This design comes from an exercise in tuning for small area on the open sky130 flow, not from production work. Only simulation tests tie the RTL to the original design; equivalence was not proved. No activity file was given, so power comes from the tool's default toggle rates.

## flow/design.v (module list and top-level ports; edited modules follow where they fit)
// module IKAOPLL_srlatch: 14 lines
// module IKAOPLL_dlatch: 10 lines
// module IKAOPLL_sr: 26 lines
// module IKAOPLL_timinggen: 112 lines
// module IKAOPLL_reg: 274 lines
// module IKAOPLL_rw_synchronizer: 47 lines
// module IKAOPLL_d9reg: 21 lines
// module IKAOPLL_instrom: 84 lines
// module IKAOPLL_lfo: 72 lines
// module IKAOPLL_pg: 208 lines
// module IKAOPLL_eg: 301 lines
// module IKAOPLL_op: 193 lines
// module IKAOPLL_logsinrom: 101 lines
// module IKAOPLL_exprom: 104 lines
// module IKAOPLL_dac: 85 lines
// module IKAOPLL: 234 lines
// module ikaopll_top: 51 lines
module ikaopll_top (
    input   wire                i_EMUCLK,
    input   wire                i_phiM_PCEN_n,
    input   wire                i_IC_n,
    input   wire                i_ALTPATCH_EN,
    input   wire                i_CS_n,
    input   wire                i_WR_n,
    input   wire                i_A0,
    input   wire        [7:0]   i_D,
    output  wire        [1:0]   o_D,
    output  wire                o_D_OE,
    output  wire                o_DAC_EN_MO,
    output  wire                o_DAC_EN_RO,
    output  wire                o_IMP_NOFLUC_SIGN,
    output  wire        [7:0]   o_IMP_NOFLUC_MAG,
    output  wire signed [9:0]   o_IMP_FLUC_SIGNED_MO,
    output  wire signed [9:0]   o_IMP_FLUC_SIGNED_RO,
    input   wire signed [4:0]   i_ACC_SIGNED_MOVOL,
    input   wire signed [4:0]   i_ACC_SIGNED_ROVOL,
    output  wire                o_ACC_SIGNED_STRB,
    output  wire signed [15:0]  o_ACC_SIGNED
);
  // ...
==> flow/flow/run.sh <==
#!/bin/bash
# Own flow: the standard layout (the standard.sh, with its standard synthesis),
# except that the port buffers are the smallest buffer cell rather than the one
# buffer_ports picks by default. Every input and output port still gets a buffer.
set -e
cp standard.sh standard_sh_copy.log
export BUFFER_PORTS_ARGS="-buffer_cell sky130_fd_sc_hd__buf_1"
bash standard.sh > standard.log 2>&1
==> flow/standard.sh <==
#!/bin/bash
# synth_recipe.tcl (not shown) runs the flow's synth.tcl, then flattens the netlist and writes it again
# the make line also repeats each setting of config.mk as NAME=value (left out here)
make -C /OpenROAD-flow-scripts/flow DESIGN_CONFIG=/design/flow/config.mk WORK_HOME=/design/flow/orfs CLKGATE_MAP_FILE= SYNTH_SCRIPT=/design/flow/synth_recipe.tcl "${@:-finish}"
==> flow/config.mk <==
export PLATFORM = sky130hd
export DESIGN_NAME = ikaopll_top
export DESIGN_NICKNAME = ikaopll_top
export VERILOG_FILES = /design/flow/design.v
export SDC_FILE = /design/flow/constraint.sdc
export NUM_CORES = 4
export LEC_CHECK = 0
export ABC_AREA = 1
export CAP_MARGIN = 20
export CORE_MARGIN = 2
export CORE_UTILIZATION = 60
export CTS_CLUSTER_DIAMETER = 120
export CTS_CLUSTER_SIZE = 28
export SLEW_MARGIN = 20
==> flow/constraint.sdc <==
create_clock -name core_clock -period 10.0 [get_ports {i_EMUCLK}]
set_input_delay 2.0000 -clock core_clock [delete_from_list [all_inputs] [get_ports {i_EMUCLK}]]
set_output_delay 2.0000 -clock core_clock [all_outputs]
set_load 0.01 [all_outputs]
==> reports/metrics.yaml, run 1 <==
job:
  cap_violations: 0
die:
  rows: 119
  nWellTaps: 1391
pwr:
  p_clk_w: 0.00295
  switching_share_pct: 37.2
  p_per_area_nw_per_um2: 254
  p_leak_nw: 25.7
synth:
  post_synth_inst_count: 5378
  syn_avg_cell_area_um2: 11.8
  synth_xor_area_share_pct: 1.52
  synthTopCellsByArea: "edfxtp_1 (62%), nand2_1 (5.2%), dfxtp_1 (4.2%)"
cts:
  clockBufferDepth: 3
  post-cts-setup-buffers: 0
  cts_htree_levels: 2
  numCtsBuffers: 59
  cts_resized: 0
min_path:
  hp-class: "reg -> reg"
global_route:
  grt-busiest-layer: "met2"
  use_met1_pct: 37.9
  use_met2_pct: 41.7
setup_path:
  r2r-start: "u_opll.u_OP.cyc18r_fb[1]"
  cpMostUsedCell: "fa_1"
  cp-end-kind: "flip-flop"
  critical-path-max-stage-delay_ns: 0.48
  cp.depth: 37
sta:
  max_freq_ghz: 0.112
  drv_slew: 0
  min_period_ns: 8.95
run_status:
  status: "complete, no violations"
cells_and_area:
  reg_top3: "u_opll.u_PG.u_cyc4r_cyc18r_phase_sr.sr (285), u_opll.u_EG.u_cyc3r_cyc19r_attnlvreg.sr (119)"
  final_cells: 6839
route:
  route.detailed.drc: 0
placed_design:
  port_buffers: 75
==> module IKAOPLL_lfo, before the edit <==
module IKAOPLL_lfo (
    input   wire            i_EMUCLK,  
    input   wire            i_phi1_PCEN_n,  
    input   wire            i_phi1_NCEN_n,  
    input   wire            i_RST_n,
    input   wire            i_CYCLE_00, i_CYCLE_21, i_CYCLE_D4, i_CYCLE_D3_ZZ,
    input   wire    [3:0]   i_TEST,
    output  wire    [2:0]   o_PMVAL,
    output  reg     [3:0]   o_AMVAL
);
wire            emuclk = i_EMUCLK;
wire            phi1pcen_n = i_phi1_PCEN_n;
wire            phi1ncen_n = i_phi1_NCEN_n;
reg     [5:0]   prescaler;
wire            prescaler_co = (prescaler == 6'd63) & i_CYCLE_21;
always @(posedge emuclk) if(!phi1ncen_n) begin
    if(i_TEST[1] || ~i_RST_n) prescaler <= 6'd0;
    else begin
        if(i_CYCLE_21) prescaler <= prescaler + 6'd1;
    end
end
reg     [3:0]   pm_prescaler;
wire            pm_prescaler_co = (pm_prescaler == 4'd15) & prescaler_co;
always @(posedge emuclk) if(!phi1ncen_n) begin
    if(i_TEST[1] || ~i_RST_n) pm_prescaler <= 4'd0;
    else begin
        if(prescaler_co) pm_prescaler <= pm_prescaler + 4'd1;
    end
end
reg     [2:0]   pm_cntr;
always @(posedge emuclk) if(!phi1ncen_n) begin
    if(i_TEST[1] || ~i_RST_n) pm_cntr <= 3'd0;
    else begin
        if(pm_prescaler_co || (i_CYCLE_21 && i_TEST[3])) pm_cntr <= pm_cntr + 3'd1;
    end
end
assign  o_PMVAL = pm_cntr;
reg             amval_cntup;
always @(posedge emuclk) if(!phi1pcen_n) if(i_CYCLE_21) amval_cntup <= prescaler_co;
reg             cycle_d3_zzz;
always @(posedge emuclk) if(!phi1ncen_n) cycle_d3_zzz <= i_CYCLE_D3_ZZ;
wire            amval_addend_en0 = amval_cntup | i_TEST[3];  
wire            amval_addend_en1 = ~(i_CYCLE_D4 | cycle_d3_zzz);
wire            amval_addend_src0;  
wire            amval_addend_src1 = i_CYCLE_00;
reg             amval_addend_co_z;  
wire            amval_addend_cin = amval_addend_co_z & amval_addend_en1;
wire            amval_addend_a;  
wire            amval_addend_b = ((amval_addend_src0 & amval_addend_en0) | (amval_addend_src1 & amval_addend_en0)) & amval_addend_en1;
wire    [1:0]   sum = amval_addend_a + amval_addend_b + amval_addend_cin;
always @(posedge emuclk) if(!phi1ncen_n) amval_addend_co_z <= sum[1] & i_RST_n;
wire            amval_sr_000_000_0XX;
wire            amval_sr_1XX_1X1_1XX;
reg             amval_tff;
assign  amval_addend_src0 = amval_tff;
always @(posedge emuclk) if(!phi1ncen_n) begin
    if(i_TEST[1] || ~i_RST_n) amval_tff <= 1'b0;
    else begin
        if((amval_sr_000_000_0XX || amval_sr_1XX_1X1_1XX) && amval_cntup) amval_tff <= ~amval_tff;
    end    
end
reg     [8:0]   amval_sr;
wire            amval_sr_d = ~(~i_RST_n | i_TEST[1] | ~sum[0]);
assign  amval_addend_a = amval_sr[0];
always @(posedge emuclk) if(!phi1ncen_n) begin
    amval_sr[8] <= amval_sr_d;
    amval_sr[7:0] <= amval_sr[8:1];
end
assign  amval_sr_000_000_0XX = ~|{amval_sr[6:0], ~amval_tff, ~i_CYCLE_00};
assign  amval_sr_1XX_1X1_1XX = ~|{~amval_sr[6:5], ~amval_sr[3], ~amval_sr[0], amval_tff, ~i_CYCLE_00};
always @(posedge emuclk) if(!phi1pcen_n) if(i_CYCLE_00) o_AMVAL <= amval_sr[6:3];
endmodule
==> module IKAOPLL_pg, before the edit <==
module IKAOPLL_pg #(parameter USE_PIPELINED_MULTIPLIER = 1) (
    input   wire            i_EMUCLK,  
    input   wire            i_RST_n,
    input   wire            i_phi1_PCEN_n,  
    input   wire            i_phi1_NCEN_n,  
    input   wire            i_CYCLE_17, i_CYCLE_20, i_CYCLE_21,
    input   wire    [3:0]   i_TEST,
    input   wire            i_RHYTHM_EN,
    input   wire    [8:0]   i_FNUM,
    input   wire    [2:0]   i_BLOCK,
    input   wire            i_PM,
    input   wire    [2:0]   i_PMVAL,
    input   wire    [3:0]   i_MUL,
    input   wire            i_PG_PHASE_RST,
    output  wire    [9:0]   o_OP_PHASE
);
wire            emuclk = i_EMUCLK;
wire            phi1pcen_n = i_phi1_PCEN_n;
wire            phi1ncen_n = i_phi1_NCEN_n;
reg     [8:0]   cyc0r_fnum;
reg     [2:0]   cyc0r_block;
reg     [3:0]   cyc0r_mul;
reg             cyc0r_pm;
always @(posedge emuclk) if(!phi1ncen_n) begin
    cyc0r_fnum <= i_FNUM;
    cyc0r_block <= i_BLOCK;
    cyc0r_mul <= i_MUL;
    cyc0r_pm <= i_PM;
end
reg     [18:0]  cyc3r_phase_current;
wire    [18:0]  cyc18r_phase_sr_out;
generate
if(USE_PIPELINED_MULTIPLIER == 1) begin : USE_PIPELINED_MULTIPLIER_1
wire            cyc1c_pmamt_sign = i_PMVAL[2] & cyc0r_pm;
reg     [2:0]   cyc1c_pmamt_val;
always @(*) begin
    case(i_PMVAL[1:0] & {2{cyc0r_pm}})
        2'b00: cyc1c_pmamt_val = 3'b000                  ^ {3{cyc1c_pmamt_sign}};
        2'b01: cyc1c_pmamt_val = {1'b0, cyc0r_fnum[8:7]} ^ {3{cyc1c_pmamt_sign}};
        2'b10: cyc1c_pmamt_val = {cyc0r_fnum[8:6]}       ^ {3{cyc1c_pmamt_sign}};
        2'b11: cyc1c_pmamt_val = {1'b0, cyc0r_fnum[8:7]} ^ {3{cyc1c_pmamt_sign}};
    endcase
end
wire    [9:0]   debug_cyc1c_pmamt_full = {{7{cyc1c_pmamt_sign}}, cyc1c_pmamt_val} + cyc1c_pmamt_sign;
wire    [10:0]  cyc1c_phase_modded_val = {cyc0r_fnum, 1'b0} + {{7{cyc1c_pmamt_sign}}, cyc1c_pmamt_val} + cyc1c_pmamt_sign;
wire            cyc1c_phase_modded_msb = cyc1c_phase_modded_val[10] & ~cyc1c_pmamt_sign;
wire    [10:0]  cyc1c_phase_modded = {cyc1c_phase_modded_msb, cyc1c_phase_modded_val[9:0]}; 
reg     [3:0]   cyc1c_mul;
always @(*) begin
    case(cyc0r_mul)
        4'h0:    cyc1c_mul = 4'd1;
        4'hB:    cyc1c_mul = 4'd10;
        4'hD:    cyc1c_mul = 4'd12;
        4'hE:    cyc1c_mul = 4'd15;
        default: cyc1c_mul = cyc0r_mul;
    endcase
end
wire            cyc1c_mul_zero = cyc0r_mul == 4'd0;
wire    [10:0]  cyc1c_phase_masked = {cyc1c_phase_modded[10:1], cyc1c_phase_modded[0] & ~(cyc0r_block == 3'd0 & ~cyc1c_mul_zero)};
wire    [14:0]  cyc1c_phase_product = cyc1c_phase_masked * cyc1c_mul;
wire    [17:0]  cyc1c_blockshifter0 = {3'b000, cyc1c_phase_product} << cyc0r_block[1:0];
wire    [21:0]  cyc1c_blockshifter1 = cyc0r_block[2] ? {cyc1c_blockshifter0, 4'b0000} : {4'b0000, cyc1c_blockshifter0};
wire    [18:0]  cyc1c_phase_delta = cyc1c_mul_zero ? cyc1c_blockshifter1[20:2] : cyc1c_blockshifter1[19:1];
reg     [18:0]  cyc1r_phase_current, cyc2r_phase_current;
always @(posedge emuclk) if(!phi1ncen_n) begin
    cyc1r_phase_current <= cyc1c_phase_delta + (~(i_PG_PHASE_RST | i_TEST[2]) ? cyc18r_phase_sr_out : 19'd0);
    cyc2r_phase_current <= cyc1r_phase_current;
    cyc3r_phase_current <= cyc2r_phase_current;
end
end
else begin : USE_PIPELINED_MULTIPLIER_0
wire            cyc1c_pmamt_sign = i_PMVAL[2] & cyc0r_pm;
reg     [2:0]   cyc1c_pmamt_val;
always @(*) begin
    case(i_PMVAL[1:0] & {2{cyc0r_pm}})
        2'b00: cyc1c_pmamt_val = 3'b000                  ^ {3{cyc1c_pmamt_sign}};
        2'b01: cyc1c_pmamt_val = {1'b0, cyc0r_fnum[8:7]} ^ {3{cyc1c_pmamt_sign}};
        2'b10: cyc1c_pmamt_val = {cyc0r_fnum[8:6]}       ^ {3{cyc1c_pmamt_sign}};
        2'b11: cyc1c_pmamt_val = {1'b0, cyc0r_fnum[8:7]} ^ {3{cyc1c_pmamt_sign}};
    endcase
end
wire    [10:0]  cyc1c_phase_modded_val = {cyc0r_fnum, 1'b0} + {{7{cyc1c_pmamt_sign}}, cyc1c_pmamt_val} + cyc1c_pmamt_sign;
wire            cyc1c_phase_modded_sign = cyc1c_phase_modded_val[10] & ~cyc1c_pmamt_sign;
wire    [10:0]  cyc1c_phase_modded = {cyc1c_phase_modded_sign, cyc1c_phase_modded_val[9:0]}; 
reg     [13:0]  cyc1c_blockshifter0;
reg     [16:0]  cyc1c_blockshifter1;
always @(*) begin
    case(cyc0r_block[1:0])
        2'b00: cyc1c_blockshifter0 = {3'b000, cyc1c_phase_modded};
        2'b01: cyc1c_blockshifter0 = {2'b00, cyc1c_phase_modded, 1'b0};
        2'b10: cyc1c_blockshifter0 = {1'b0, cyc1c_phase_modded, 2'b00};
        2'b11: cyc1c_blockshifter0 = {cyc1c_phase_modded, 3'b000};
    endcase
    case(cyc0r_block[2])
        1'b0: cyc1c_blockshifter1 = {4'b0000, cyc1c_blockshifter0[13:1]};
        1'b1: cyc1c_blockshifter1 = {cyc1c_blockshifter0, 3'b000};
    endcase
end
reg     [20:0]  cyc1c_phase_multiplied;
always @(*) begin
    case(cyc0r_mul)
        4'h0: cyc1c_phase_multiplied = {5'b00000, cyc1c_blockshifter1[16:1]};
        4'h1: cyc1c_phase_multiplied = cyc1c_blockshifter1 * 4'd1;
        4'h2: cyc1c_phase_multiplied = cyc1c_blockshifter1 * 4'd2;
        4'h3: cyc1c_phase_multiplied = cyc1c_blockshifter1 * 4'd3;
        4'h4: cyc1c_phase_multiplied = cyc1c_blockshifter1 * 4'd4;
        4'h5: cyc1c_phase_multiplied = cyc1c_blockshifter1 * 4'd5;
        4'h6: cyc1c_phase_multiplied = cyc1c_blockshifter1 * 4'd6;
        4'h7: cyc1c_phase_multiplied = cyc1c_blockshifter1 * 4'd7;
        4'h8: cyc1c_phase_multiplied = cyc1c_blockshifter1 * 4'd8;
        4'h9: cyc1c_phase_multiplied = cyc1c_blockshifter1 * 4'd9;
        4'hA: cyc1c_phase_multiplied = cyc1c_blockshifter1 * 4'd10;
        4'hB: cyc1c_phase_multiplied = cyc1c_blockshifter1 * 4'd10;
        4'hC: cyc1c_phase_multiplied = cyc1c_blockshifter1 * 4'd12;
        4'hD: cyc1c_phase_multiplied = cyc1c_blockshifter1 * 4'd12;
        4'hE: cyc1c_phase_multiplied = cyc1c_blockshifter1 * 4'd15;
        4'hF: cyc1c_phase_multiplied = cyc1c_blockshifter1 * 4'd15;
    endcase
end
wire    [18:0]  cyc1c_phase_prev;
reg     [18:0]  cyc1r_phase_multiplied;
reg     [18:0]  cyc1r_phase_prev;
always @(posedge emuclk) if(!phi1ncen_n) begin
    cyc1r_phase_multiplied <= cyc1c_phase_multiplied[18:0];
    cyc1r_phase_prev <= ~(~i_PG_PHASE_RST | i_TEST[2]) ? cyc18r_phase_sr_out : 19'd0;
end
reg     [18:0]  cyc2r_phase_current;
always @(posedge emuclk) if(!phi1ncen_n) begin
    cyc2r_phase_current <= cyc1r_phase_multiplied + cyc1r_phase_prev;
end
always @(posedge emuclk) if(!phi1ncen_n) begin
    cyc3r_phase_current <= cyc2r_phase_current;
end
end
endgenerate
IKAOPLL_sr #(.WIDTH(19), .LENGTH(15)) u_cyc4r_cyc18r_phase_sr
(.i_EMUCLK(emuclk), .i_CEN_n(phi1ncen_n), .i_D(i_RST_n ? cyc3r_phase_current : 19'd0), .o_Q_LAST(cyc18r_phase_sr_out),
 .o_Q_TAP0(), .o_Q_TAP1(), .o_Q_TAP2());  
wire            hh_phase_en = i_CYCLE_17 & i_RHYTHM_EN;
wire            sd_phase_en = i_CYCLE_20 & i_RHYTHM_EN;
wire            tc_phase_en = i_CYCLE_21 & i_RHYTHM_EN;
reg     [3:0]   hh_phase_z;
reg     [1:0]   tc_phase_z;
always @(posedge emuclk) if(!phi1pcen_n) begin
    if(i_CYCLE_17)  hh_phase_z <= {cyc18r_phase_sr_out[17:16], cyc18r_phase_sr_out[12:11]};
    if(!i_RST_n) tc_phase_z <= 2'b00;  
    else if(tc_phase_en) tc_phase_z <= {cyc18r_phase_sr_out[14], cyc18r_phase_sr_out[12]};
end
wire            hh_phase_z_d17 = hh_phase_z[3];
wire            hh_phase_z_d16 = hh_phase_z[2];
wire            hh_phase_z_d12 = hh_phase_z[1];
wire            hh_phase_z_d11 = hh_phase_z[0];
wire            tc_phase_z_d14 = tc_phase_z[1];
wire            tc_phase_z_d12 = tc_phase_z[0];
wire            scramble_phase = |{(hh_phase_z_d16 ^ hh_phase_z_d11),
                                   (hh_phase_z_d12 ^ tc_phase_z_d14),
                                   (tc_phase_z_d14 ^ tc_phase_z_d12)};
wire            noise_out;
wire            noise_inv = noise_out ^ scramble_phase;
reg     [9:0]   rhythm_phase;
always @(*) begin
    case({hh_phase_en, sd_phase_en, tc_phase_en})
        3'b100:  rhythm_phase = {scramble_phase, 1'b0, {2{noise_inv}}, ~noise_inv, 1'b1, 1'b0, ~noise_inv, 2'b00};  
        3'b010:  rhythm_phase = {hh_phase_z_d17, noise_out ^ hh_phase_z_d17, 8'b0000_0000};  
        3'b001:  rhythm_phase = {scramble_phase, 1'b1, 8'b0000_0000};
        default: rhythm_phase = 10'b00_0000_0000;
    endcase
end
wire            pgmem_out_en = ~((i_CYCLE_17 | i_CYCLE_20 | i_CYCLE_21) & i_RHYTHM_EN);
assign  o_OP_PHASE = rhythm_phase | (cyc18r_phase_sr_out[18:9] & {10{pgmem_out_en}});
reg     [22:0]  noise_lfsr;
wire            noise_lfsr_zero = noise_lfsr == 23'd0;
assign  noise_out = noise_lfsr[22];
always @(posedge emuclk) begin
    if(!i_RST_n) noise_lfsr <= 23'd0;  
    else begin if(!phi1ncen_n) begin
        noise_lfsr[0] <= (noise_lfsr[22] ^ noise_lfsr[8]) | noise_lfsr_zero | i_TEST[1];
        noise_lfsr[22:1] <= noise_lfsr[21:0];
    end end
end
reg     [4:0]   debug_cyccntr;
reg     [9:0]   debug_phasereg_static[0:17];
always @(posedge emuclk) if(!phi1ncen_n) begin
    if(i_CYCLE_21) debug_cyccntr <= 5'd0;
    else debug_cyccntr <= debug_cyccntr + 5'd1;
    case(debug_cyccntr)
        5'd0 : debug_phasereg_static[0]  <= o_OP_PHASE;  
        5'd3 : debug_phasereg_static[1]  <= o_OP_PHASE;  
        5'd1 : debug_phasereg_static[2]  <= o_OP_PHASE;  
        5'd4 : debug_phasereg_static[3]  <= o_OP_PHASE;  
        5'd2 : debug_phasereg_static[4]  <= o_OP_PHASE;  
        5'd5 : debug_phasereg_static[5]  <= o_OP_PHASE;  
        5'd6 : debug_phasereg_static[6]  <= o_OP_PHASE;  
        5'd9 : debug_phasereg_static[7]  <= o_OP_PHASE;  
        5'd7 : debug_phasereg_static[8]  <= o_OP_PHASE;  
        5'd10: debug_phasereg_static[9]  <= o_OP_PHASE;  
        5'd8 : debug_phasereg_static[10] <= o_OP_PHASE;  
        5'd11: debug_phasereg_static[11] <= o_OP_PHASE;  
        5'd12: debug_phasereg_static[12] <= o_OP_PHASE;  
        5'd15: debug_phasereg_static[13] <= o_OP_PHASE;  
        5'd13: debug_phasereg_static[14] <= o_OP_PHASE;  
        5'd16: debug_phasereg_static[15] <= o_OP_PHASE;  
        5'd14: debug_phasereg_static[16] <= o_OP_PHASE;  
        5'd17: debug_phasereg_static[17] <= o_OP_PHASE;  
        default: ;
    endcase
end
endmodule
==> module IKAOPLL_op, before the edit <==
module IKAOPLL_op (
    input   wire            i_EMUCLK,  
    input   wire            i_RST_n,
    input   wire            i_phi1_PCEN_n,  
    input   wire            i_phi1_NCEN_n,  
    input   wire            i_CYCLE_00, i_CYCLE_21, i_HH_TT_SEL, i_INHIBIT_FDBK,
    input   wire    [3:0]   i_TEST,
    input   wire            i_DC, i_DM,
    input   wire    [2:0]   i_FB,
    input   wire    [9:0]   i_OP_PHASE,
    input   wire    [6:0]   i_OP_ATTNLV,
    input   wire            i_OP_ATTNLV_MAX,
    output  wire    [8:0]   o_DAC_OPDATA
);
wire            emuclk = i_EMUCLK;
wire            phi1pcen_n = i_phi1_PCEN_n;
wire            phi1ncen_n = i_phi1_NCEN_n;
function automatic [16:0] rca16;
    input   [15:0]  a, b;
    input           ci;
    integer         k;
    reg             c;
    begin
        c = ci;
        for(k = 0; k < 16; k = k + 1) begin
            rca16[k] = a[k] ^ b[k] ^ c;
            c = (a[k] & b[k]) | (c & (a[k] ^ b[k]));
        end
        rca16[16] = c;
    end
endfunction
reg             cyc18r_dc, cyc18r_dm;
reg     [2:0]   cyc18r_fb;
always @(posedge emuclk) if(!phi1ncen_n) begin
    cyc18r_dc <= i_DC;
    cyc18r_dm <= i_DM;
    cyc18r_fb <= i_FB;
end
reg     [9:0]   cyc19c_op_fdbk;
wire    [16:0]  cyc19c_phase_modded_w = {7'd0, i_OP_PHASE + cyc19c_op_fdbk};  
wire    [9:0]   cyc19c_phase_modded = cyc19c_phase_modded_w[9:0];
wire    [7:0]   cyc19c_logsin_addr = cyc19c_phase_modded[8] ? ~cyc19c_phase_modded[7:0] : cyc19c_phase_modded[7:0];  
wire    [45:0]  cyc19c_logsin_data;
IKAOPLL_logsinrom u_cyc19c_logsinrom (.i_EMUCLK(emuclk), .i_CEN_n(phi1pcen_n), .i_ADDR(cyc19c_logsin_addr[5:1]), .o_DATA(cyc19c_logsin_data));
wire    [45:0]  ls = cyc19c_logsin_data;
reg     [10:0]  cyc19c_logsin_op0, cyc19c_logsin_op1;
always @(*) begin
    case(cyc19c_logsin_addr[7:6])
        2'd0: cyc19c_logsin_op0 = {ls[45], ls[44], ls[42], ls[40], ls[36], ls[32], ls[27], ls[22], ls[17], ls[11],  ls[4]};
        2'd1: cyc19c_logsin_op0 = {  1'b0,   1'b0, ls[43], ls[41], ls[37], ls[33], ls[28], ls[23], ls[18], ls[12],  ls[5]};
        2'd2: cyc19c_logsin_op0 = {  1'b0,   1'b0,   1'b0,   1'b0, ls[38], ls[34], ls[29], ls[24], ls[19], ls[13],  ls[6]};
        2'd3: cyc19c_logsin_op0 = {  1'b0,   1'b0,   1'b0,   1'b0,   1'b0,   1'b0, ls[30], ls[25], ls[20], ls[14],  ls[7]};
    endcase
    case(cyc19c_logsin_addr[7:6])
        2'd0: cyc19c_logsin_op1 = {  1'b0,   1'b0, ls[39], ls[39], ls[35], ls[31], ls[26], ls[21], ls[15],  ls[8],  ls[0]} & {10{~cyc19c_logsin_addr[0]}};
        2'd1: cyc19c_logsin_op1 = {  1'b0,   1'b0,   1'b0,   1'b0,   1'b0,   1'b0,   1'b0,   1'b0, ls[16],  ls[9],  ls[1]} & {10{~cyc19c_logsin_addr[0]}};
        2'd2: cyc19c_logsin_op1 = {  1'b0,   1'b0,   1'b0,   1'b0,   1'b0,   1'b0,   1'b0,   1'b0,   1'b0, ls[10],  ls[2]} & {10{~cyc19c_logsin_addr[0]}};
        2'd3: cyc19c_logsin_op1 = {  1'b0,   1'b0,   1'b0,   1'b0,   1'b0,   1'b0,   1'b0,   1'b0,   1'b0,   1'b0,  ls[3]} & {10{~cyc19c_logsin_addr[0]}};
    endcase 
end
wire    [16:0]  cyc19c_lswave_sum = rca16({5'd0, cyc19c_logsin_op0}, {5'd0, cyc19c_logsin_op1}, 1'b0);
reg     [11:0]  cyc19r_lswave_raw;
reg             cyc19r_lswave_sign;
reg             cyc19r_dc, cyc19r_dm;
always @(posedge emuclk) if(!phi1ncen_n) begin
    cyc19r_lswave_raw <= cyc19c_lswave_sum[11:0];
    cyc19r_lswave_sign <= cyc19c_phase_modded[9];
    cyc19r_dc <= cyc18r_dc;
    cyc19r_dm <= cyc18r_dm;
end
wire    [16:0]  cyc20c_lswave_attenuated_w = rca16({8'd0, cyc19r_lswave_raw[11:4]}, {9'd0, i_OP_ATTNLV}, 1'b0);
wire    [12:0]  cyc20c_lswave_attenuated = {cyc20c_lswave_attenuated_w[8:0], cyc19r_lswave_raw[3:0]};  
wire    [11:0]  cyc20c_lswave_saturated = cyc20c_lswave_attenuated[12] ? 11'd0 : ~cyc20c_lswave_attenuated[11:0];  
wire    [47:0]  cyc20c_exp_data;
IKAOPLL_exprom u_cyc20c_exprom (.i_EMUCLK(emuclk), .i_CEN_n(phi1pcen_n), .i_ADDR(cyc20c_lswave_saturated[5:1]), .o_DATA(cyc20c_exp_data));
wire    [47:0]  e = cyc20c_exp_data;
reg     [9:0]   cyc20c_exp_op0, cyc20c_exp_op1;
always @(*) begin
    case(cyc20c_lswave_saturated[7:6])
        2'd0: cyc20c_exp_op0 = {  1'b0,   1'b0,  e[39],  e[35],  e[31],  e[27],  e[23],  e[15],   e[8],   e[0]};
        2'd1: cyc20c_exp_op0 = {  1'b0,  e[43],  e[40],  e[36],  e[32],  e[28],  e[24],  e[16],   e[9],   e[1]};
        2'd2: cyc20c_exp_op0 = { e[46],  e[44],  e[41],  e[37],  e[33],  e[29],  e[25],  e[17],  e[10],   e[2]};
        2'd3: cyc20c_exp_op0 = { e[47],  e[45],  e[42],  e[38],  e[34],  e[30],  e[26],  e[18],  e[11],   e[3]};
    endcase
    case(cyc20c_lswave_saturated[7:6])
        2'd0: cyc20c_exp_op1 = {  1'b0,   1'b0,   1'b0,   1'b0,   1'b0,   1'b0,   1'b0,  e[19],  e[12],   e[4]} & {7'b0000000, {3{cyc20c_lswave_saturated[0]}}};
        2'd1: cyc20c_exp_op1 = {  1'b0,   1'b0,   1'b0,   1'b0,   1'b0,   1'b0,   1'b0,  e[20],  e[13],   e[5]} & {7'b0000000, {3{cyc20c_lswave_saturated[0]}}};
        2'd2: cyc20c_exp_op1 = {  1'b0,   1'b0,   1'b0,   1'b0,   1'b0,   1'b0,   1'b0,  e[21],   1'b0,   e[6]} & {7'b0000000, {3{cyc20c_lswave_saturated[0]}}};
        2'd3: cyc20c_exp_op1 = {  1'b0,   1'b0,   1'b0,   1'b0,   1'b0,   1'b0,   1'b0,  e[22],  e[14],   e[7]} & {7'b0000000, {3{cyc20c_lswave_saturated[0]}}};
    endcase 
end
reg     [9:0]   cyc20r_fpwave_mantissa;
reg     [3:0]   cyc20r_fpwave_exponent;
reg             cyc20r_fpwave_sign;
reg             cyc20r_dc, cyc20r_dm, cyc20r_attnlv_max;
always @(posedge emuclk) if(!phi1ncen_n) begin
    cyc20r_fpwave_mantissa <= cyc20c_exp_op0 + cyc20c_exp_op1;  
    cyc20r_fpwave_exponent <= cyc20c_lswave_saturated[11:8];
    cyc20r_fpwave_sign <= cyc19r_lswave_sign;
    cyc20r_dc <= cyc19r_dc;
    cyc20r_dm <= cyc19r_dm;
    cyc20r_attnlv_max <= i_OP_ATTNLV_MAX;
end
wire            cyc21c_fpwave_shifter_mute =  cyc20r_attnlv_max | 
                                             ( i_INHIBIT_FDBK & cyc20r_dm & cyc20r_fpwave_sign) | 
                                             (~i_INHIBIT_FDBK & cyc20r_dc & cyc20r_fpwave_sign);
wire            cyc21c_intwave_flip = cyc20r_fpwave_sign & ~cyc20r_attnlv_max;
reg     [10:0]  cyc21c_fpwave_shifter0, cyc21c_fpwave_shifter1;
always @(*) begin
    case(cyc20r_fpwave_exponent[1:0])
        2'd0: cyc21c_fpwave_shifter0 = {4'b0001, cyc20r_fpwave_mantissa[9:3]};
        2'd1: cyc21c_fpwave_shifter0 = {3'b001, cyc20r_fpwave_mantissa[9:2]};
        2'd2: cyc21c_fpwave_shifter0 = {2'b01, cyc20r_fpwave_mantissa[9:1]};
        2'd3: cyc21c_fpwave_shifter0 = {1'b1, cyc20r_fpwave_mantissa[9:0]};
    endcase
    if(cyc21c_fpwave_shifter_mute) cyc21c_fpwave_shifter1 = 11'd0;
    else begin
        case(cyc20r_fpwave_exponent[3:2])
            2'd0: cyc21c_fpwave_shifter1 = 11'd0;
            2'd1: cyc21c_fpwave_shifter1 = {8'b0, cyc21c_fpwave_shifter0[10:8]};
            2'd2: cyc21c_fpwave_shifter1 = {4'b0, cyc21c_fpwave_shifter0[10:4]};
            2'd3: cyc21c_fpwave_shifter1 = cyc21c_fpwave_shifter0;
        endcase
    end
end
wire    [11:0]  cyc21c_intwave_flipped = cyc21c_intwave_flip ? {1'b1, ~cyc21c_fpwave_shifter1} : {1'b0, cyc21c_fpwave_shifter1};
assign  o_DAC_OPDATA = cyc21c_intwave_flipped[11:3];
wire    [11:0]  cyc21c_mod_z_tap6, cyc21c_mod_zz_tap6;
wire    [11:0]  cyc21c_mod_z_tap9, cyc21c_mod_zz_tap9;
wire    [16:0]  cyc21c_modsum_w = rca16({{4{cyc21c_mod_z_tap6[11]}}, cyc21c_mod_z_tap6}, {{4{cyc21c_mod_zz_tap6[11]}}, cyc21c_mod_zz_tap6}, 1'b0);
wire    [12:0]  cyc21c_modsum = cyc21c_modsum_w[12:0];
wire    [11:0]  op_z_reg_d = i_RST_n ? (i_INHIBIT_FDBK ? cyc21c_intwave_flipped : cyc21c_mod_z_tap9) : 12'd0;
IKAOPLL_sr #(.WIDTH(12), .LENGTH(9), .TAP0(6)) u_op_z_reg
(.i_EMUCLK(i_EMUCLK), .i_CEN_n(phi1ncen_n), .i_D(op_z_reg_d), .o_Q_TAP0(cyc21c_mod_z_tap6), .o_Q_LAST(cyc21c_mod_z_tap9),
 .o_Q_TAP1(), .o_Q_TAP2());
wire    [11:0]  op_zz_reg_d = i_RST_n ? (i_INHIBIT_FDBK ? cyc21c_mod_z_tap9 : cyc21c_mod_zz_tap9) : 12'd0;
IKAOPLL_sr #(.WIDTH(12), .LENGTH(9), .TAP0(6)) u_op_zz_reg
(.i_EMUCLK(i_EMUCLK), .i_CEN_n(phi1ncen_n), .i_D(op_zz_reg_d), .o_Q_TAP0(cyc21c_mod_zz_tap6), .o_Q_LAST(cyc21c_mod_zz_tap9),
 .o_Q_TAP1(), .o_Q_TAP2());
reg     [8:0]   cyc21r_intwave;
reg     [11:0]  cyc21r_modsum;
reg             cyc21r_inhibit_fdbk;
always @(posedge emuclk) if(!phi1ncen_n) begin
    cyc21r_intwave <= cyc21c_intwave_flipped[8:0];  
    cyc21r_modsum <= cyc21c_modsum[12:1];  
    cyc21r_inhibit_fdbk <= i_INHIBIT_FDBK;
end
always @(*) begin
    case({i_HH_TT_SEL, cyc21r_inhibit_fdbk})
        2'b10: begin
            case(cyc18r_fb)
                3'd1: cyc19c_op_fdbk = {{4{cyc21r_modsum[11]}}, cyc21r_modsum[11:6]}; 
                3'd2: cyc19c_op_fdbk = {{3{cyc21r_modsum[11]}}, cyc21r_modsum[11:5]}; 
                3'd3: cyc19c_op_fdbk = {{2{cyc21r_modsum[11]}}, cyc21r_modsum[11:4]}; 
                3'd4: cyc19c_op_fdbk = {{1{cyc21r_modsum[11]}}, cyc21r_modsum[11:3]}; 
                3'd5: cyc19c_op_fdbk = cyc21r_modsum[11:2];
                3'd6: cyc19c_op_fdbk = cyc21r_modsum[10:1];
                3'd7: cyc19c_op_fdbk = cyc21r_modsum[9:0];
                3'd0: cyc19c_op_fdbk = 10'd0;
            endcase
        end
        2'b01: cyc19c_op_fdbk = {cyc21r_intwave, 1'b0};
        default: cyc19c_op_fdbk = 10'd0;
    endcase
end
reg     [4:0]   debug_cyccntr;
reg     [11:0]  debug_opwavereg_static[0:17];
always @(posedge emuclk) if(!phi1ncen_n) begin
    if(i_CYCLE_21) debug_cyccntr <= 5'd0;
    else debug_cyccntr <= debug_cyccntr + 5'd1;
    case(debug_cyccntr)
        5'd2 : debug_opwavereg_static[0]  <= cyc21c_intwave_flipped;  
        5'd5 : debug_opwavereg_static[1]  <= cyc21c_intwave_flipped;  
        5'd3 : debug_opwavereg_static[2]  <= cyc21c_intwave_flipped;  
        5'd6 : debug_opwavereg_static[3]  <= cyc21c_intwave_flipped;  
        5'd4 : debug_opwavereg_static[4]  <= cyc21c_intwave_flipped;  
        5'd7 : debug_opwavereg_static[5]  <= cyc21c_intwave_flipped;  
        5'd8 : debug_opwavereg_static[6]  <= cyc21c_intwave_flipped;  
        5'd11: debug_opwavereg_static[7]  <= cyc21c_intwave_flipped;  
        5'd9 : debug_opwavereg_static[8]  <= cyc21c_intwave_flipped;  
        5'd12: debug_opwavereg_static[9]  <= cyc21c_intwave_flipped;  
        5'd10: debug_opwavereg_static[10] <= cyc21c_intwave_flipped;  
        5'd13: debug_opwavereg_static[11] <= cyc21c_intwave_flipped;  
        5'd14: debug_opwavereg_static[12] <= cyc21c_intwave_flipped;  
        5'd17: debug_opwavereg_static[13] <= cyc21c_intwave_flipped;  
        5'd15: debug_opwavereg_static[14] <= cyc21c_intwave_flipped;  
        5'd0 : debug_opwavereg_static[15] <= cyc21c_intwave_flipped;  
        5'd16: debug_opwavereg_static[16] <= cyc21c_intwave_flipped;  
        5'd1 : debug_opwavereg_static[17] <= cyc21c_intwave_flipped;  
        default: ;
    endcase
end
endmodule
==> module IKAOPLL, before the edit <==
module IKAOPLL #(
    parameter FULLY_SYNCHRONOUS = 1,         
    parameter FAST_RESET = 0,                
    parameter ALTPATCH_CONFIG_MODE = 0,      
    parameter USE_PIPELINED_MULTIPLIER = 0   
    ) (
    input   wire                i_XIN_EMUCLK,  
    output  wire                o_XOUT,
    input   wire                i_phiM_PCEN_n,  
    input   wire                i_IC_n,
    input   wire                i_ALTPATCH_EN,
    input   wire                i_CS_n,
    input   wire                i_WR_n,
    input   wire                i_A0,
    input   wire        [7:0]   i_D,
    output  wire        [1:0]   o_D,  
    output  wire                o_D_OE,
    output  wire                o_DAC_EN_MO,
    output  wire                o_DAC_EN_RO,
    output  wire                o_IMP_NOFLUC_SIGN,
    output  wire        [7:0]   o_IMP_NOFLUC_MAG,
    output  wire signed [9:0]   o_IMP_FLUC_SIGNED_MO,    
    output  wire signed [9:0]   o_IMP_FLUC_SIGNED_RO,
    input   wire signed [4:0]   i_ACC_SIGNED_MOVOL,
    input   wire signed [4:0]   i_ACC_SIGNED_ROVOL,
    output  wire                o_ACC_SIGNED_STRB,
    output  wire signed [15:0]  o_ACC_SIGNED
);
wire            emuclk = i_XIN_EMUCLK;
assign  o_XOUT = ~emuclk;
wire            phi1pcen_n, phi1ncen_n, dac_en;
wire            rst_n;
wire            cycle_00, cycle_12, cycle_17, cycle_20, cycle_21;
wire            cycle_d4, cycle_d3_zz, cycle_d4_zz;
wire            cycle_03, cycle_13, acc_strb_window;
wire    [4:0]   slot_index;
wire            m_nc_sel, inhibit_fdbk, hh_tt_sel;
wire            mo_ctrl, ro_ctrl;
wire    [3:0]   test;
wire            rhythm_en;
wire    [8:0]   fnum;
wire    [2:0]   block;
wire            kon, susen;
wire    [5:0]   tl;
wire            dc, dm;
wire    [2:0]   fb;
wire            am, pm, etyp, ksr;
wire    [3:0]   mul;
wire    [1:0]   ksl;
wire    [3:0]   ar, dr, rr, sl;
wire            eg_envcntr_test_data;
wire    [8:0]   reg_test_snddata;
wire    [2:0]   pmval;  
wire    [3:0]   amval;
wire            pg_phase_rst;
wire    [9:0]   op_phase;
wire    [6:0]   op_attnlv;
wire            op_attnlv_max;
wire    [8:0]   dac_opdata;
IKAOPLL_timinggen #(.FULLY_SYNCHRONOUS(FULLY_SYNCHRONOUS), .FAST_RESET(FAST_RESET)) u_TIMINGGEN (
    .i_EMUCLK                   (emuclk                     ),
    .i_phiM_PCEN_n              (i_phiM_PCEN_n              ),
    .i_IC_n                     (i_IC_n                     ),
    .o_RST_n                    (rst_n                      ),
    .o_phi1_PCEN_n              (phi1pcen_n                 ),
    .o_phi1_NCEN_n              (phi1ncen_n                 ),
    .o_DAC_EN                   (dac_en                     ),
    .i_RHYTHM_EN                (rhythm_en                  ),
    .o_CYCLE_00                 (cycle_00                   ), 
    .o_CYCLE_12                 (cycle_12                   ), 
    .o_CYCLE_17                 (cycle_17                   ), 
    .o_CYCLE_20                 (cycle_20                   ), 
    .o_CYCLE_21                 (cycle_21                   ),
    .o_CYCLE_D4                 (cycle_d4                   ),
    .o_CYCLE_D3_ZZ              (cycle_d3_zz                ),
    .o_CYCLE_D4_ZZ              (cycle_d4_zz                ),
    .o_CYCLE_03                 (cycle_03                   ),
    .o_CYCLE_13                 (cycle_13                   ),
    .o_ACC_STRB_WINDOW          (acc_strb_window            ),
    .o_SLOT_INDEX               (slot_index                 ),
    .o_MnC_SEL                  (m_nc_sel                   ),
    .o_INHIBIT_FDBK             (inhibit_fdbk               ),
    .o_HH_TT_SEL                (hh_tt_sel                  ),
    .o_MO_CTRL                  (mo_ctrl                    ),
    .o_RO_CTRL                  (ro_ctrl                    )
);
IKAOPLL_reg #(.FULLY_SYNCHRONOUS(FULLY_SYNCHRONOUS), .ALTPATCH_CONFIG_MODE(ALTPATCH_CONFIG_MODE), .INSTROM_STYLE(0)) u_REG (
    .i_EMUCLK                   (emuclk                     ),
    .i_phiM_PCEN_n              (i_phiM_PCEN_n              ),
    .i_RST_n                    (rst_n                      ),
    .i_phi1_PCEN_n              (phi1pcen_n                 ),
    .i_phi1_NCEN_n              (phi1ncen_n                 ),
    .i_CS_n                     (i_CS_n                     ),
    .i_WR_n                     (i_WR_n                     ),
    .i_A0                       (i_A0                       ),
    .i_D                        (i_D                        ),
    .o_D                        (o_D                        ),
    .o_D_OE                     (o_D_OE                     ),
    .i_ALTPATCH_EN              (i_ALTPATCH_EN              ),
    .i_CYCLE_00                 (cycle_00                   ),
    .i_CYCLE_13                 (cycle_13                   ),
    .i_SLOT_INDEX               (slot_index                 ),
    .i_CYCLE_21                 (cycle_21                   ),
    .i_CYCLE_D3_ZZ              (cycle_d3_zz                ),
    .i_CYCLE_D4_ZZ              (cycle_d4_zz                ),
    .i_MnC_SEL                  (m_nc_sel                   ),
    .o_TEST                     (test                       ),
    .o_RHYTHM_EN                (rhythm_en                  ),
    .o_FNUM                     (fnum                       ),
    .o_BLOCK                    (block                      ),
    .o_KON                      (kon                        ),
    .o_SUSEN                    (susen                      ),
    .o_TL                       (tl                         ),
    .o_DC                       (dc                         ), 
    .o_DM                       (dm                         ),
    .o_FB                       (fb                         ),
    .o_AM                       (am                         ),
    .o_PM                       (pm                         ),
    .o_ETYP                     (etyp                       ),
    .o_KSR                      (ksr                        ),
    .o_MUL                      (mul                        ),
    .o_KSL                      (ksl                        ),
    .o_AR                       (ar                         ),
    .o_DR                       (dr                         ),
    .o_RR                       (rr                         ),
    .o_SL                       (sl                         ),
    .o_EG_ENVCNTR_TEST_DATA     (eg_envcntr_test_data       ),
    .i_REG_TEST_PHASE           (op_phase                   ),
    .i_REG_TEST_ATTNLV          (op_attnlv                  ),
    .i_REG_TEST_SNDDATA         (reg_test_snddata           )
);
IKAOPLL_lfo u_LFO (
    .i_EMUCLK                   (emuclk                     ),
    .i_RST_n                    (rst_n                      ),
    .i_phi1_PCEN_n              (phi1pcen_n                 ),
    .i_phi1_NCEN_n              (phi1ncen_n                 ),
    .i_CYCLE_00                 (cycle_00                   ),
    .i_CYCLE_21                 (cycle_21                   ),
    .i_CYCLE_D4                 (cycle_d4                   ),
    .i_CYCLE_D3_ZZ              (cycle_d3_zz                ),
    .i_TEST                     (test                       ),
    .o_PMVAL                    (pmval                      ),
    .o_AMVAL                    (amval                      )
);
IKAOPLL_pg #(.USE_PIPELINED_MULTIPLIER(USE_PIPELINED_MULTIPLIER)) u_PG (
    .i_EMUCLK                   (emuclk                     ),
    .i_RST_n                    (rst_n                      ),
    .i_phi1_PCEN_n              (phi1pcen_n                 ),
    .i_phi1_NCEN_n              (phi1ncen_n                 ),
    .i_CYCLE_17                 (cycle_17                   ),
    .i_CYCLE_20                 (cycle_20                   ),
    .i_CYCLE_21                 (cycle_21                   ),
    .i_TEST                     (test                       ),
    .i_RHYTHM_EN                (rhythm_en                  ),
    .i_FNUM                     (fnum                       ),
    .i_BLOCK                    (block                      ),
    .i_PM                       (pm                         ),
    .i_PMVAL                    (pmval                      ),
    .i_MUL                      (mul                        ),
    .i_PG_PHASE_RST             (pg_phase_rst               ),
    .o_OP_PHASE                 (op_phase                   )
);
IKAOPLL_eg u_EG (
    .i_EMUCLK                   (emuclk                     ),
    .i_RST_n                    (rst_n                      ),
    .i_phi1_PCEN_n              (phi1pcen_n                 ),
    .i_phi1_NCEN_n              (phi1ncen_n                 ),
    .i_CYCLE_00                 (cycle_00                   ),
    .i_CYCLE_21                 (cycle_21                   ),
    .i_MnC_SEL                  (m_nc_sel                   ),
    .i_HH_TT_SEL                (hh_tt_sel                  ),
    .i_TEST                     (test                       ),
    .i_FNUM                     (fnum                       ),
    .i_BLOCK                    (block                      ),
    .i_KON                      (kon                        ),
    .i_SUSEN                    (susen                      ),
    .i_TL                       (tl                         ),
    .i_ETYP                     (etyp                       ),
    .i_AM                       (am                         ),
    .i_AMVAL                    (amval                      ),
    .i_KSR                      (ksr                        ),
    .i_KSL                      (ksl                        ),
    .i_AR                       (ar                         ),
    .i_DR                       (dr                         ),
    .i_RR                       (rr                         ),
    .i_SL                       (sl                         ),
    .i_EG_ENVCNTR_TEST_DATA     (eg_envcntr_test_data       ),
    .o_PG_PHASE_RST             (pg_phase_rst               ),
    .o_OP_ATTNLV                (op_attnlv                  ),
    .o_OP_ATTNLV_MAX            (op_attnlv_max              )
);
IKAOPLL_op u_OP (
    .i_EMUCLK                   (emuclk                     ),
    .i_RST_n                    (rst_n                      ),
    .i_phi1_PCEN_n              (phi1pcen_n                 ),
    .i_phi1_NCEN_n              (phi1ncen_n                 ),
    .i_CYCLE_00                 (cycle_00                   ),
    .i_CYCLE_21                 (cycle_21                   ),
    .i_HH_TT_SEL                (hh_tt_sel                  ),
    .i_INHIBIT_FDBK             (inhibit_fdbk               ),
    .i_TEST                     (test                       ),
    .i_DC                       (dc                         ),
    .i_DM                       (dm                         ),
    .i_FB                       (fb                         ),
    .i_OP_PHASE                 (op_phase                   ),
    .i_OP_ATTNLV                (op_attnlv                  ),
    .i_OP_ATTNLV_MAX            (op_attnlv_max              ),
    .o_DAC_OPDATA               (dac_opdata                 )
);
IKAOPLL_dac u_DAC (
    .i_EMUCLK                   (emuclk                     ),
    .i_RST_n                    (rst_n                      ),
    .i_phi1_NCEN_n              (phi1ncen_n                 ),
    .i_DAC_EN                   (dac_en                     ),
    .i_CYCLE_03                 (cycle_03                   ),
    .i_ACC_STRB_WINDOW          (acc_strb_window            ),
    .i_MO_CTRL                  (mo_ctrl                    ),
    .i_RO_CTRL                  (ro_ctrl                    ),
    .i_INHIBIT_FDBK             (inhibit_fdbk               ),
    .i_RHYTHM_EN                (rhythm_en                  ),
    .o_REG_TEST_SNDDATA         (reg_test_snddata           ),
    .i_DAC_OPDATA               (dac_opdata                 ),
    .o_DAC_EN_MO                (o_DAC_EN_MO                ),
    .o_DAC_EN_RO                (o_DAC_EN_RO                ),
    .o_IMP_NOFLUC_SIGN          (o_IMP_NOFLUC_SIGN          ),
    .o_IMP_NOFLUC_MAG           (o_IMP_NOFLUC_MAG           ),
    .o_IMP_FLUC_SIGNED_MO       (o_IMP_FLUC_SIGNED_MO       ),
    .o_IMP_FLUC_SIGNED_RO       (o_IMP_FLUC_SIGNED_RO       ),
    .i_ACC_SIGNED_MOVOL         (i_ACC_SIGNED_MOVOL         ),
    .i_ACC_SIGNED_ROVOL         (i_ACC_SIGNED_ROVOL         ),
    .o_ACC_SIGNED_STRB          (o_ACC_SIGNED_STRB          ),
    .o_ACC_SIGNED               (o_ACC_SIGNED               )
);
endmodule 
==> inputs of run 2 (changes only) <==
--- a/flow/design.v
+++ b/flow/design.v
@@ -594,6 +594,7 @@
     input   wire            i_CYCLE_00, i_CYCLE_21, i_CYCLE_D4, i_CYCLE_D3_ZZ,
     input   wire    [3:0]   i_TEST,
     output  wire    [2:0]   o_PMVAL,
+    output  wire    [2:0]   o_PMVAL_NEXT,  
     output  reg     [3:0]   o_AMVAL
 );
 wire            emuclk = i_EMUCLK;
@@ -616,12 +617,10 @@
     end
 end
 reg     [2:0]   pm_cntr;
-always @(posedge emuclk) if(!phi1ncen_n) begin
-    if(i_TEST[1] || ~i_RST_n) pm_cntr <= 3'd0;
-    else begin
-        if(pm_prescaler_co || (i_CYCLE_21 && i_TEST[3])) pm_cntr <= pm_cntr + 3'd1;
-    end
-end
+wire    [2:0]   pm_cntr_next = (i_TEST[1] || ~i_RST_n) ? 3'd0 :
+                               (pm_prescaler_co || (i_CYCLE_21 && i_TEST[3])) ? pm_cntr + 3'd1 : pm_cntr;
+always @(posedge emuclk) if(!phi1ncen_n) pm_cntr <= pm_cntr_next;
+assign  o_PMVAL_NEXT = pm_cntr_next;
 assign  o_PMVAL = pm_cntr;
 reg             amval_cntup;
 always @(posedge emuclk) if(!phi1pcen_n) if(i_CYCLE_21) amval_cntup <= prescaler_co;
@@ -677,122 +676,63 @@
 wire            emuclk = i_EMUCLK;
 wire            phi1pcen_n = i_phi1_PCEN_n;
 wire            phi1ncen_n = i_phi1_NCEN_n;
-reg     [8:0]   cyc0r_fnum;
-reg     [2:0]   cyc0r_block;
-reg     [3:0]   cyc0r_mul;
-reg             cyc0r_pm;
-always @(posedge emuclk) if(!phi1ncen_n) begin
-    cyc0r_fnum <= i_FNUM;
-    cyc0r_block <= i_BLOCK;
-    cyc0r_mul <= i_MUL;
-    cyc0r_pm <= i_PM;
-end
-reg     [18:0]  cyc3r_phase_current;
-wire    [18:0]  cyc18r_phase_sr_out;
-generate
-if(USE_PIPELINED_MULTIPLIER == 1) begin : USE_PIPELINED_MULTIPLIER_1
-wire            cyc1c_pmamt_sign = i_PMVAL[2] & cyc0r_pm;
-reg     [2:0]   cyc1c_pmamt_val;
-always @(*) begin
-    case(i_PMVAL[1:0] & {2{cyc0r_pm}})
-        2'b00: cyc1c_pmamt_val = 3'b000                  ^ {3{cyc1c_pmamt_sign}};
-        2'b01: cyc1c_pmamt_val = {1'b0, cyc0r_fnum[8:7]} ^ {3{cyc1c_pmamt_sign}};
-        2'b10: cyc1c_pmamt_val = {cyc0r_fnum[8:6]}       ^ {3{cyc1c_pmamt_sign}};
-        2'b11: cyc1c_pmamt_val = {1'b0, cyc0r_fnum[8:7]} ^ {3{cyc1c_pmamt_sign}};
-    endcase
-end
-wire    [9:0]   debug_cyc1c_pmamt_full = {{7{cyc1c_pmamt_sign}}, cyc1c_pmamt_val} + cyc1c_pmamt_sign;
-wire    [10:0]  cyc1c_phase_modded_val = {cyc0r_fnum, 1'b0} + {{7{cyc1c_pmamt_sign}}, cyc1c_pmamt_val} + cyc1c_pmamt_sign;
-wire            cyc1c_phase_modded_msb = cyc1c_phase_modded_val[10] & ~cyc1c_pmamt_sign;
-wire    [10:0]  cyc1c_phase_modded = {cyc1c_phase_modded_msb, cyc1c_phase_modded_val[9:0]}; 
-reg     [3:0]   cyc1c_mul;
-always @(*) begin
-    case(cyc0r_mul)
-        4'h0:    cyc1c_mul = 4'd1;
-        4'hB:    cyc1c_mul = 4'd10;
-        4'hD:    cyc1c_mul = 4'd12;
-        4'hE:    cyc1c_mul = 4'd15;
-        default: cyc1c_mul = cyc0r_mul;
-    endcase
-end
-wire            cyc1c_mul_zero = cyc0r_mul == 4'd0;
-wire    [10:0]  cyc1c_phase_masked = {cyc1c_phase_modded[10:1], cyc1c_phase_modded[0] & ~(cyc0r_block == 3'd0 & ~cyc1c_mul_zero)};
-wire    [14:0]  cyc1c_phase_product = cyc1c_phase_masked * cyc1c_mul;
-wire    [17:0]  cyc1c_blockshifter0 = {3'b000, cyc1c_phase_product} << cyc0r_block[1:0];
-wire    [21:0]  cyc1c_blockshifter1 = cyc0r_block[2] ? {cyc1c_blockshifter0, 4'b0000} : {4'b0000, cyc1c_blockshifter0};
-wire    [18:0]  cyc1c_phase_delta = cyc1c_mul_zero ? cyc1c_blockshifter1[20:2] : cyc1c_blockshifter1[19:1];
-reg     [18:0]  cyc1r_phase_current, cyc2r_phase_current;
-always @(posedge emuclk) if(!phi1ncen_n) begin
-    cyc1r_phase_current <= cyc1c_phase_delta + (~(i_PG_PHASE_RST | i_TEST[2]) ? cyc18r_phase_sr_out : 19'd0);
-    cyc2r_phase_current <= cyc1r_phase_current;
-    cyc3r_phase_current <= cyc2r_phase_current;
-end
-end
-else begin : USE_PIPELINED_MULTIPLIER_0
-wire            cyc1c_pmamt_sign = i_PMVAL[2] & cyc0r_pm;
-reg     [2:0]   cyc1c_pmamt_val;
-always @(*) begin
-    case(i_PMVAL[1:0] & {2{cyc0r_pm}})
-        2'b00: cyc1c_pmamt_val = 3'b000                  ^ {3{cyc1c_pmamt_sign}};
-        2'b01: cyc1c_pmamt_val = {1'b0, cyc0r_fnum[8:7]} ^ {3{cyc1c_pmamt_sign}};
-        2'b10: cyc1c_pmamt_val = {cyc0r_fnum[8:6]}       ^ {3{cyc1c_pmamt_sign}};
-        2'b11: cyc1c_pmamt_val = {1'b0, cyc0r_fnum[8:7]} ^ {3{cyc1c_pmamt_sign}};
-    endcase
-end
-wire    [10:0]  cyc1c_phase_modded_val = {cyc0r_fnum, 1'b0} + {{7{cyc1c_pmamt_sign}}, cyc1c_pmamt_val} + cyc1c_pmamt_sign;
-wire            cyc1c_phase_modded_sign = cyc1c_phase_modded_val[10] & ~cyc1c_pmamt_sign;
-wire    [10:0]  cyc1c_phase_modded = {cyc1c_phase_modded_sign, cyc1c_phase_modded_val[9:0]}; 
-reg     [13:0]  cyc1c_blockshifter0;
-reg     [16:0]  cyc1c_blockshifter1;
+wire            cyc0c_pmamt_sign = i_PMVAL[2] & i_PM;
+reg     [2:0]   cyc0c_pmamt_val;
 always @(*) begin
-    case(cyc0r_block[1:0])
-        2'b00: cyc1c_blockshifter0 = {3'b000, cyc1c_phase_modded};
-        2'b01: cyc1c_blockshifter0 = {2'b00, cyc1c_phase_modded, 1'b0};
-        2'b10: cyc1c_blockshifter0 = {1'b0, cyc1c_phase_modded, 2'b00};
-        2'b11: cyc1c_blockshifter0 = {cyc1c_phase_modded, 3'b000};
-    endcase
-    case(cyc0r_block[2])
-        1'b0: cyc1c_blockshifter1 = {4'b0000, cyc1c_blockshifter0[13:1]};
-        1'b1: cyc1c_blockshifter1 = {cyc1c_blockshifter0, 3'b000};
+    case(i_PMVAL[1:0] & {2{i_PM}})
+        2'b00: cyc0c_pmamt_val = 3'b000              ^ {3{cyc0c_pmamt_sign}};
+        2'b01: cyc0c_pmamt_val = {1'b0, i_FNUM[8:7]} ^ {3{cyc0c_pmamt_sign}};
+        2'b10: cyc0c_pmamt_val = {i_FNUM[8:6]}       ^ {3{cyc0c_pmamt_sign}};
+        2'b11: cyc0c_pmamt_val = {1'b0, i_FNUM[8:7]} ^ {3{cyc0c_pmamt_sign}};
     endcase
 end
-reg     [20:0]  cyc1c_phase_multiplied;
+wire    [10:0]  cyc0c_phase_modded_val = {i_FNUM, 1'b0} + {{7{cyc0c_pmamt_sign}}, cyc0c_pmamt_val} + cyc0c_pmamt_sign;
+wire            cyc0c_phase_modded_msb = cyc0c_phase_modded_val[10] & ~cyc0c_pmamt_sign;
+wire    [10:0]  cyc0c_phase_modded = {cyc0c_phase_modded_msb, cyc0c_phase_modded_val[9:0]};
+reg     [3:0]   cyc0c_mul;
 always @(*) begin
-    case(cyc0r_mul)
-        4'h0: cyc1c_phase_multiplied = {5'b00000, cyc1c_blockshifter1[16:1]};
-        4'h1: cyc1c_phase_multiplied = cyc1c_blockshifter1 * 4'd1;
-        4'h2: cyc1c_phase_multiplied = cyc1c_blockshifter1 * 4'd2;
-        4'h3: cyc1c_phase_multiplied = cyc1c_blockshifter1 * 4'd3;
-        4'h4: cyc1c_phase_multiplied = cyc1c_blockshifter1 * 4'd4;
-        4'h5: cyc1c_phase_multiplied = cyc1c_blockshifter1 * 4'd5;
-        4'h6: cyc1c_phase_multiplied = cyc1c_blockshifter1 * 4'd6;
-        4'h7: cyc1c_phase_multiplied = cyc1c_blockshifter1 * 4'd7;
-        4'h8: cyc1c_phase_multiplied = cyc1c_blockshifter1 * 4'd8;
-        4'h9: cyc1c_phase_multiplied = cyc1c_blockshifter1 * 4'd9;
-        4'hA: cyc1c_phase_multiplied = cyc1c_blockshifter1 * 4'd10;
-        4'hB: cyc1c_phase_multiplied = cyc1c_blockshifter1 * 4'd10;
-        4'hC: cyc1c_phase_multiplied = cyc1c_blockshifter1 * 4'd12;
-        4'hD: cyc1c_phase_multiplied = cyc1c_blockshifter1 * 4'd12;
-        4'hE: cyc1c_phase_multiplied = cyc1c_blockshifter1 * 4'd15;
-        4'hF: cyc1c_phase_multiplied = cyc1c_blockshifter1 * 4'd15;
+    case(i_MUL)
+        4'h0:    cyc0c_mul = 4'd1;
+        4'hB:    cyc0c_mul = 4'd10;
+        4'hD:    cyc0c_mul = 4'd12;
+        4'hE:    cyc0c_mul = 4'd15;
+        default: cyc0c_mul = i_MUL;
     endcase
 end
-wire    [18:0]  cyc1c_phase_prev;
-reg     [18:0]  cyc1r_phase_multiplied;
-reg     [18:0]  cyc1r_phase_prev;
-always @(posedge emuclk) if(!phi1ncen_n) begin
-    cyc1r_phase_multiplied <= cyc1c_phase_multiplied[18:0];
-    cyc1r_phase_prev <= ~(~i_PG_PHASE_RST | i_TEST[2]) ? cyc18r_phase_sr_out : 19'd0;
-end
-reg     [18:0]  cyc2r_phase_current;
+wire            cyc0c_mul_zero = i_MUL == 4'd0;
+wire    [10:0]  cyc0c_phase_masked = {cyc0c_phase_modded[10:1], cyc0c_phase_modded[0] & ~(i_BLOCK == 3'd0 & ~cyc0c_mul_zero)};
+reg     [14:0]  cyc0r_phase_product;
+reg     [2:0]   cyc0r_block;
+reg             cyc0r_mul_zero;
 always @(posedge emuclk) if(!phi1ncen_n) begin
-    cyc2r_phase_current <= cyc1r_phase_multiplied + cyc1r_phase_prev;
+    cyc0r_phase_product <= cyc0c_phase_masked * cyc0c_mul;
+    cyc0r_block <= i_BLOCK;
+    cyc0r_mul_zero <= cyc0c_mul_zero;
 end
+function automatic [19:0] rca19;
+    input   [18:0]  a, b;
+    integer         k;
+    reg             c;
+    begin
+        c = 1'b0;
+        for(k = 0; k < 19; k = k + 1) begin
+            rca19[k] = a[k] ^ b[k] ^ c;
+            c = (a[k] & b[k]) | (c & (a[k] ^ b[k]));
+        end
+        rca19[19] = c;
+    end
+endfunction
+wire    [18:0]  cyc18r_phase_sr_out;
+wire    [17:0]  cyc1c_blockshifter0 = {3'b000, cyc0r_phase_product} << cyc0r_block[1:0];
+wire    [21:0]  cyc1c_blockshifter1 = cyc0r_block[2] ? {cyc1c_blockshifter0, 4'b0000} : {4'b0000, cyc1c_blockshifter0};
+wire    [18:0]  cyc1c_phase_delta = cyc0r_mul_zero ? cyc1c_blockshifter1[20:2] : cyc1c_blockshifter1[19:1];
+wire    [19:0]  cyc1c_phase_sum = rca19(cyc1c_phase_delta, (~(i_PG_PHASE_RST | i_TEST[2]) ? cyc18r_phase_sr_out : 19'd0));
+reg     [18:0]  cyc1r_phase_current, cyc2r_phase_current, cyc3r_phase_current;
 always @(posedge emuclk) if(!phi1ncen_n) begin
+    cyc1r_phase_current <= cyc1c_phase_sum[18:0];
+    cyc2r_phase_current <= cyc1r_phase_current;
     cyc3r_phase_current <= cyc2r_phase_current;
 end
-end
-endgenerate
 IKAOPLL_sr #(.WIDTH(19), .LENGTH(15)) u_cyc4r_cyc18r_phase_sr
 (.i_EMUCLK(emuclk), .i_CEN_n(phi1ncen_n), .i_D(i_RST_n ? cyc3r_phase_current : 19'd0), .o_Q_LAST(cyc18r_phase_sr_out),
  .o_Q_TAP0(), .o_Q_TAP1(), .o_Q_TAP2());  
@@ -1227,7 +1167,7 @@
         2'd3: cyc19c_logsin_op1 = {  1'b0,   1'b0,   1'b0,   1'b0,   1'b0,   1'b0,   1'b0,   1'b0,   1'b0,   1'b0,  ls[3]} & {10{~cyc19c_logsin_addr[0]}};
     endcase 
 end
-wire    [16:0]  cyc19c_lswave_sum = rca16({5'd0, cyc19c_logsin_op0}, {5'd0, cyc19c_logsin_op1}, 1'b0);
+wire    [11:0]  cyc19c_lswave_sum = cyc19c_logsin_op0 + cyc19c_logsin_op1;  
 reg     [11:0]  cyc19r_lswave_raw;
 reg             cyc19r_lswave_sign;
 reg             cyc19r_dc, cyc19r_dm;
@@ -1703,6 +1643,7 @@
 wire            eg_envcntr_test_data;
 wire    [8:0]   reg_test_snddata;
 wire    [2:0]   pmval;  
+wire    [2:0]   pmval_next;
 wire    [3:0]   amval;
 wire            pg_phase_rst;
 wire    [9:0]   op_phase;
@@ -1792,6 +1733,7 @@
     .i_CYCLE_D3_ZZ              (cycle_d3_zz                ),
     .i_TEST                     (test                       ),
     .o_PMVAL                    (pmval                      ),
+    .o_PMVAL_NEXT               (pmval_next                 ),
     .o_AMVAL                    (amval                      )
 );
 IKAOPLL_pg #(.USE_PIPELINED_MULTIPLIER(USE_PIPELINED_MULTIPLIER)) u_PG (
@@ -1807,7 +1749,7 @@
     .i_FNUM                     (fnum                       ),
     .i_BLOCK                    (block                      ),
     .i_PM                       (pm                         ),
-    .i_PMVAL                    (pmval                      ),
+    .i_PMVAL                    (pmval_next                 ),
     .i_MUL                      (mul                        ),
     .i_PG_PHASE_RST             (pg_phase_rst               ),
     .o_OP_PHASE                 (op_phase                   )
==> flow/run.sh (new file) <==
#!/bin/bash
# synth_recipe.tcl (not shown) runs the flow's synth.tcl, then flattens the netlist and writes it again
# the make line also repeats each setting of config.mk as NAME=value (left out here)
make -C /OpenROAD-flow-scripts/flow DESIGN_CONFIG=/design/flow/config.mk WORK_HOME=/design/flow/orfs CLKGATE_MAP_FILE= SYNTH_SCRIPT=/design/flow/synth_recipe.tcl finish
removed: flow/flow/run.sh
removed: flow/standard.sh
==> reports/metrics.yaml, run 2 <==
setup_path:
  critical-path-max-stage-delay_ns: 0.53  # +0.05 ns
  cp-end-kind: "flip-flop"
  cp_data_arrival_time_ns: 9.68
  cpMostUsedCell: "nand2_1"
  slowest_stage: "fa_1"
pwr:
  switching_share_pct: 35.8  # -1.4 points
  p_comb_share_pct: 34.5
  p_per_area_nw_per_um2: 241  # -5.0%
  seq_power_share_pct: 47.7
  p_clk_share_pct: 17.8
  p_leak_nw: 25.8  # +0.15%
synth:
  syn_avg_cell_area_um2: 11.9  # +0.88%
  synth_ff_type: "edfxtp_1"
  yosysTopAreaCell: "edfxtp_1"
  synthArstFlopShare_pct: 0
  synthTopCellsByArea: "edfxtp_1 (62%), nand2_1 (5.2%), dfxtp_1 (4.2%)"
  post_synth_inst_count: 5301  # -1.4%
  ys_seq_area_share_pct: 66.6
cts:
  clockBufferDepth: 3  # unchanged
  post-cts-setup-buffers: 0  # unchanged
  numCtsBuffers: 58  # -1.7%
  cts_htree_levels: 2  # unchanged
  clock-sinks: 1442
  clk_pin_slew_ns: 0.11
  cts_hold_buf: 0
  clock_latency_ns: 0.73
  cts_resized: 0  # unchanged
placed_design:
  place.gp.congestion: 0.977
  port_buffers: 75  # unchanged
  dp_hpwl_mm: 102
sta:
  max_freq_ghz: 0.109  # -2.7%
  rsz0062_at_grt: "no"
  setup_ws_ns: 0.804
  drv_slew: 0  # unchanged
  min_period_ns: 9.20  # +0.249 ns
  finalCritPeriodShare_pct: 92.0
global_route:
  grt_pass1_wl_mm: 219
  grt_start_max_net_pins: 192
run_status:
  status: "complete, no violations"
min_path:
  hp-class: "reg -> reg"
cells_and_area:
  reg_top3: "u_opll.u_PG.u_cyc4r_cyc18r_phase_sr.sr (285), u_opll.u_EG.u_cyc3r_cyc19r_attnlvreg.sr (119)"
  final_common_cell: "edfxtp_1"
  drive_above_1_share_pct: 4.01
job:
  cap_violations: 0  # unchanged
route:
  drtPass1Iterations: 7
  num_vias: 39692
  route.detailed.drc: 0  # unchanged
  drt_iter0_drc: 4612
die:
  rows: 118  # -0.84%
run 2: changes by cell type in the layout (fill, tap and decap cells not counted), sizes merged, moves of 13 or more:
cell,previous run,this run
nand3,220,200
nor2,413,439
buf,129,62
inv,617,600
clkdlybuf4s50,0,75
o21ai,470,442
o21a,19,6
run 2: final timing paths:
path | start | to | slack, ns | cells past startpoint
worst max register to register | u_opll.u_TIMINGGEN.mcyccntr_lo[2] | u_opll.u_PG.cyc0r_phase_product[14] | 0.80 | 48
worst max-delay path | u_opll.u_TIMINGGEN.mcyccntr_lo[2] | u_opll.u_PG.cyc0r_phase_product[14] | 0.80 | 48
worst min register to register | flip-flop | flip-flop | 0.34 | 0
worst min-delay path | flip-flop | flip-flop | 0.34 | 0
run 2: cell families (layout without fill, tap and decap cells):
logic type / Yosys count / in the layout / synth area share, %
AOI/OAI and AO/OA: 1042 / 1042 / 9.59
DFF: 1442 / 1442 / 66.6
adders and majority gates: 264 / 264 / 6.56
other: 0 / 1 / 0
and+or+nand+nor: 1669 / 1669 / 11.1
muxes: 5 / 5 / 0.0794
buffers and inverters: 777 / 863 / 4.72
xor gates and xnor gates: 102 / 102 / 1.42
run 2: power groups by stage:
stage	combinational [W]	sequential [W]	clock (W)
global placement	0.00548	0.00784	0
detailed placement	0.00546	0.00786	0
global route	0.00626	0.00779	0.00317
finish	0.00559	0.00773	0.00289
floorplan	0.00391	0.00779	0
CTS	0.00552	0.00773	0.00298
run 2: layout make-up:
cell class | count | area [µm²] | area share (%)
Multi-Input combinational cell | 3082 | 18200 | 27.0
Antenna cell | 1 | 2.50 | 0.00372
Clock buffer | 104 | 1640 | 2.44
Timing Repair Buffer | 137 | 1290 | 1.92
Inverter | 616 | 2320 | 3.45
Sequential cell | 1442 | 42000 | 62.4
Clock inverter | 6 | 141 | 0.210
Tap cell | 1380 | 1730 | 2.57
run 2: worst max-delay path, delay by kind of cell, from the launching register on:
kind / cells / cell delay (ns)
buf+inv: 10 / 1.30
compound gates: 9 / 1.93
simple gates: 20 / 2.16
fa+ha+maj: 7 / 2.65
xor+xnor: 2 / 0.39
flops: 1 / 0.52
run 2: per-stage QoR:
stage | power, W | utilization, % | cell area [µm²] | cells | hold WS, ns
3_5_place_dp | 0.0133 | 63.0 | 65500 | 6656 | 0.313
3_3_place_gp | 0.0133 | 63.0 | 65500 | 6656 | 0.310
6_report | 0.0162 | 64.7 | 67300 | 6768 | 0.337
5_1_grt | 0.0172 | 64.7 | 67300 | 6767 | 0.344
4_1_cts | 0.0162 | 64.7 | 67200 | 6766 | 0.337
2_1_floorplan | 0.0117 | - | 63100 | 5301 | 0.310
run 2: metal layers:
metal / share of wire, % / up-vias / GRT usage (%)
met5: 0.0090 / - / 0
met4: 3.1 / 2 / 8.17
met3: 7.0 / 229 / 3.27
met2: 45 / 1545 / 40.7
met1: 45 / 19328 / 40.8
li1: - / 18588 / -

Setup slack of run 2, layout unchanged: 0.804 ns with ideal ports, 0.804 ns with driving cells assumed (clock clkbuf_16, inputs buf_2), 0.804 ns with port delays also shifted by the 0.778 ns mid clock arrival.
